This design comes from an exercise in tuning for a short achievable clock period and few clock cycles per item on the open sky130 flow, not from production work. In this exercise RTL edits were held to simulation tests only and were not proved equivalent to the original. No activity file was given, so power comes from the tool's default toggle rates.

==> flow/design.v <==
module Raptor64Div(rst, clk, ld, sgn, isDivi, a, b, imm, qo, ro, dvByZr, done);
parameter DIV=3'd3;
parameter IDLE=3'd4;
parameter DONE=3'd5;
input clk;
input rst;
input ld;
input sgn;
input isDivi;
input [63:0] a;
input [63:0] b;
input [63:0] imm;
output [63:0] qo;
reg [63:0] qo;
output [63:0] ro;
reg [63:0] ro;
output done;
output dvByZr;
reg dvByZr;
reg [63:0] aa,bb;
reg so;
reg [2:0] state;
reg [7:0] cnt;
wire cnt_done = cnt==8'd0;
assign done = state==DONE;
reg ce1;
reg [63:0] q;
reg [64:0] r;
wire b0 = bb <= r;
wire [63:0] r1 = b0 ? r - bb : r;
always @(posedge clk)
if (rst) begin
	aa <= 64'd0;
	bb <= 64'd0;
	q <= 64'd0;
	r <= 64'd0;
	qo <= 64'd0;
	ro <= 64'd0;
	cnt <= 8'd0;
	state <= IDLE;
end
else
begin
if (!cnt_done)
	cnt <= cnt - 8'd1;
case(state)
IDLE:
	if (ld) begin
		if (sgn) begin
			q <= a[63] ? -a : a;
			bb <= isDivi ? (imm[63] ? -imm : imm) :(b[63] ? -b : b);
			so <= isDivi ? a[63] ^ imm[63] : a[63] ^ b[63];
		end
		else begin
			q <= a;
			bb <= isDivi ? imm : b;
			so <= 1'b0;
		end
		dvByZr <= isDivi ? imm==64'd0 : b==64'd0;
		r <= 64'd0;
		cnt <= 8'd65;
		state <= DIV;
	end
DIV:
	if (!cnt_done) begin
		q <= {q[62:0],b0};
		r <= {r1,q[63]};
	end
	else begin
		if (sgn) begin
			if (so) begin
				qo <= -q;
				ro <= -r[64:1];
			end
			else begin
				qo <= q;
				ro <= r[64:1];
			end
		end
		else begin
			qo <= q;
			ro <= r[64:1];
		end
		state <= DONE;
	end
DONE:
	state <= IDLE;
endcase
end
endmodule
==> flow/run.sh <==
#!/bin/bash
# synth_recipe.tcl (not shown) runs the flow's synth.tcl, then flattens the netlist and writes it again
# the make line also repeats each setting of config.mk as NAME=value (left out here)
make -C /OpenROAD-flow-scripts/flow DESIGN_CONFIG=/design/flow/config.mk WORK_HOME=/design/flow/orfs CLKGATE_MAP_FILE= SYNTH_SCRIPT=/design/flow/synth_recipe.tcl finish
==> flow/config.mk <==
export PLATFORM = sky130hd
export DESIGN_NAME = Raptor64Div
export DESIGN_NICKNAME = Raptor64Div
export VERILOG_FILES = /design/flow/design.v
export SDC_FILE = /design/flow/constraint.sdc
export NUM_CORES = 4
export LEC_CHECK = 0
export CAP_MARGIN = 20
export CORE_MARGIN = 2
export CORE_UTILIZATION = 40
export SLEW_MARGIN = 20
==> flow/constraint.sdc <==
create_clock -name core_clock -period 8.0 [get_ports {clk}]
set_input_delay 1.6000 -clock core_clock [delete_from_list [all_inputs] [get_ports {clk}]]
set_output_delay 1.6000 -clock core_clock [all_outputs]
set_load 0.01 [all_outputs]
==> run notes <==
routing by layer:
metal | GRT usage | vias up
li1 | - | 13400
met5 | 0 | -
met2 | 0.441 | 1198
met3 | 0.0580 | 165
met1 | 0.412 | 13200
met4 | 0.0770 | 0
final cells by class:
cell class | count | area [um2] | area share
multi-input cells | 2828 | 18100 | 0.575
flip-flops and latches | 334 | 6710 | 0.213
repair buffers | 360 | 3540 | 0.112
clock buffers | 54 | 1170 | 0.0370
well taps | 864 | 1080 | 0.0343
inverters | 179 | 672 | 0.0213
clock inverters | 19 | 218 | 0.00691
diodes | 2 | 5.00 | 0.000159
flip-flops by register name, summed over array words and instances, names as in the netlist:
register / flops
bb: 64
state: 3
dvByZr: 1
cnt: 8
r: 65
qo: 64
ro: 64
so: 1
q: 64
cells by family after synthesis:
family / Yosys count / synth area share
simple gates: 1213 / 0.224
compound gates: 1155 / 0.283
fa+ha+maj: 135 / 0.0642
mux: 77 / 0.0303
buf+inv: 438 / 0.0623
flops: 334 / 0.254
xor+xnor: 248 / 0.0822
cell usage in the layout, fill, tap and decap left out, drive strengths merged, types with 14 or more instances in the layout:
cell / Yosys / routed
and4: 14 / 14
ha: 134 / 134
and3: 24 / 24
clkbuf: 238 / 55
a21oi: 371 / 371
buf: 21 / 37
nor3: 87 / 87
a221oi: 45 / 45
nor2: 364 / 364
nand3: 69 / 69
o41ai: 24 / 24
a311oi: 20 / 20
or2: 16 / 16
inv: 179 / 180
xnor2: 162 / 162
a21o: 53 / 53
dfxtp: 332 / 332
clkdlybuf4s50: 0 / 322
or3: 59 / 59
o21ai: 206 / 206
and2: 23 / 23
nand2: 316 / 316
a32o: 14 / 14
nor4: 41 / 41
xor2: 86 / 86
mux2: 14 / 14
nor2b: 32 / 32
nand2b: 39 / 39
a31oi: 41 / 41
nand4: 40 / 40
a22oi: 32 / 32
o31ai: 65 / 65
or4: 48 / 48
mux2i: 62 / 62
a211oi: 133 / 133
synthesized netlist by cell type, types with 22 or more instances:
| library cell | instances | area [um2] |
|---|---|---|
| nand2b_1 | 39 | 244 |
| o21ai_0 | 206 | 1030 |
| a21oi_1 | 371 | 1860 |
| nand4_1 | 40 | 250 |
| a221oi_1 | 45 | 394 |
| o41ai_1 | 24 | 210 |
| ha_1 | 134 | 1680 |
| a22oi_1 | 32 | 240 |
| dfxtp_1 | 332 | 6650 |
| nor2b_1 | 32 | 200 |
| nor4_1 | 41 | 257 |
| a211oi_1 | 133 | 998 |
| nor3_1 | 86 | 430 |
| xor2_1 | 86 | 753 |
| and2_1 | 22 | 138 |
| nand3_1 | 68 | 340 |
| or3_1 | 59 | 369 |
| a21o_1 | 53 | 398 |
| xnor2_1 | 162 | 1420 |
| nand2_1 | 316 | 1190 |
| inv_1 | 179 | 672 |
| mux2i_1 | 62 | 621 |
| a31oi_1 | 41 | 257 |
| clkbuf_1 | 238 | 893 |
| o31ai_1 | 65 | 488 |
| nor2_1 | 364 | 1370 |
| or4_1 | 46 | 345 |
| and3_1 | 24 | 150 |
worst max-delay path, cell delays in order:
cell	delay (ns)
clkdlybuf4s50_1	0.47
or4_1	0.57
nor4_1	0.63
nand3_1	0.37
nor3_1	0.75
nand4_1	0.30
nor3_1	0.26
nand2b_1	0.14
a311oi_1	0.10
a221oi_1	0.31
path summary, 6_finish.rpt:
kind,from,endpoint
max,imm[22],bb[61]
min,ro[57],ro[57]
max reg2reg,bb[47],r[52]
min reg2reg,ro[57],ro[57]
through the flow:
| stage | util | setup slack, ns | power (mW) |
|---|---|---|---|
| global route | 0.481 | 2.69 | 6.50 |
| CTS | 0.480 | 3.09 | 6.17 |
| global placement | 0.459 | 2.52 | 4.21 |
| detailed placement | 0.459 | 2.50 | 4.22 |
| floorplan | - | 3.52 | 3.48 |
| finish | 0.481 | 2.97 | 6.18 |
power by group:
group | switching (mW) | internal [mW] | total, mW
logic | 1.41 | 0.876 | 2.29
clock network | 0.814 | 1.13 | 1.94
registers | 0.170 | 1.77 | 1.94
total | 2.40 | 3.78 | 6.18
==> flow_summary_export.csv <==
group,metric,value,unit
synthesis,netlist_instances,3600,
floorplan,die_area,68100,um2
global_routing,grt_overflow,0,
floorplan,coreArea,65500,um2
worst_setup_path,regToRegSetupSlack,3.11,ns
clocking,postCtsSetupRepairBufs,0,
worst_setup_path,end_kind,"flop",
placed_design,hpwl,76600,um
floorplan,start_util,0.403,
synthesis,syn_area,26400,um2
worst_setup_path,crit_type,"in2reg",
timing,finalHoldViolCount,0,
clocking,cts_buffer_depth,3,
synthesis,async_reset_ff_frac,0,
clocking,htreeDepth,2,
timing,period_minus_slack,5.03,ns
power,power_density,196,nW/um2
global_routing,grt_use_total,0.289,
worst_setup_path,crit_path_start_kind,"input pin",
synthesis,ys_ff_latch,334,
worst_setup_path,crit_required,8.49,ns
synthesis,ys.flop_type,"dfxtp_1",
drt,wl_met1,46300,um
placed_design,gp_congestion,0.987,
synthesis,seq_area_frac_synth,0.254,
flow_run,maxCapViolCount,0,
drt,drtIter0Drc,3088,
global_routing,grt_max_degree,75,
floorplan,num_rows,94,
synthesis,ys_types,84,
synthesis,avgSynthCellArea,7.34,um2
final_layout,layout.cells.non_filler,4640,
clocking,cts_tree,"yes",
floorplan,die_x,261,um
placed_design,portBuffers,326,
timing,rsz0062_at_grt,"no",
placed_design,place_inst,4563,
timing,finClkSkew,0.0259,ns
power,power.leakage,11.4,nW
synthesis,synth_warnings,1,
timing,fin_crit_sh,0.628,
final_layout,nets,4076,
placed_design,place_area,30100,um2
drt,wl_per_cell,22.1,um
clocking,numClockSinks,334,
status,status,"no timing/DRC/antenna violations",
worst_setup_path,arrival,5.51,ns
synthesis,syn_nets,3932,
global_routing,antenna_found_initial,4,
global_routing,grt_pass1_vias,25400,
drt,drc,0,
power,peakVddDrop,0.140,mV
drt,wl_met2,44300,um
synthesis,synth_edf_count,2,
drt,routed_via_density,6.04,
final_layout,fin_area,31500,um2
drt,first_pass_iters,8,
timing,holdWs,0.448,ns
timing,slew_violations,0,
hold_path,min_path_type,"reg2reg",
final_layout,drive_above_1_share,0.0456,
clocking,cts_resized,0,
drt,dr.max_layer_used,"met4",
final_layout,fill_cells,6577,
timing,max_freq,0.199,GHz
worst_setup_path,worstRegToRegCells,12,
clocking,clockRootBuffer,"clkbuf_16",
global_routing,grt_pass1_wl,154000,um
worst_setup_path,critPathMaxFanout,5,
floorplan,die_y,261,um
timing,tightest_slew,1.11,ns
timing,tns,0,ns
drt,wl_met3,9280,um
clocking,clkTransAtPathRegs,0.06,ns
clocking,cts_buffers,41,
clocking,clk_latency,0.59,ns
hold_path,min_path_cells,2,
drt,wirelength,103000,um
floorplan,io_pins,327,
timing,setup_viol,0,
drt,drtAntennaViolNets,0,
final_layout,synthToLayoutAreaGrowth,19.3,%
timing,slew_headroom,0.261,
drt,num_vias,28000,
clocking,hold_buffers,0,
Testbench counts, summed over its fixed seeds: cycles 163,200, items 2,400.

port drivers added, routing unchanged:
The results above use ideal ports. As a check the final layout listed here was re-extracted and re-timed, cells and wires unchanged. Step 1: set_driving_cell puts a clkbuf_16 on clk and a buf_2 on each other input, an assumption about the parent block. Step 2 times the ports against the registers' clock, not the clock port: input delays grow and output delays shrink by t, the midpoint of the rising clock arrivals with the driver on. a / b / c = ideal / step 1 / step 2; a / b = the first two.
t, ns: 0.637
slack for setup (ns): 2.975 / 3.013 / 2.376
latest minus earliest clock arrival (ns): 0.026 / 0.026
worst register clock-pin slew, ns: 0.07 / 0.07
worst slew at a driven data input, ns: 0.09
After both steps this run still meets setup and hold. The setup slack of this run moves by +0.038 ns with the drivers and by -0.599 ns with both steps.
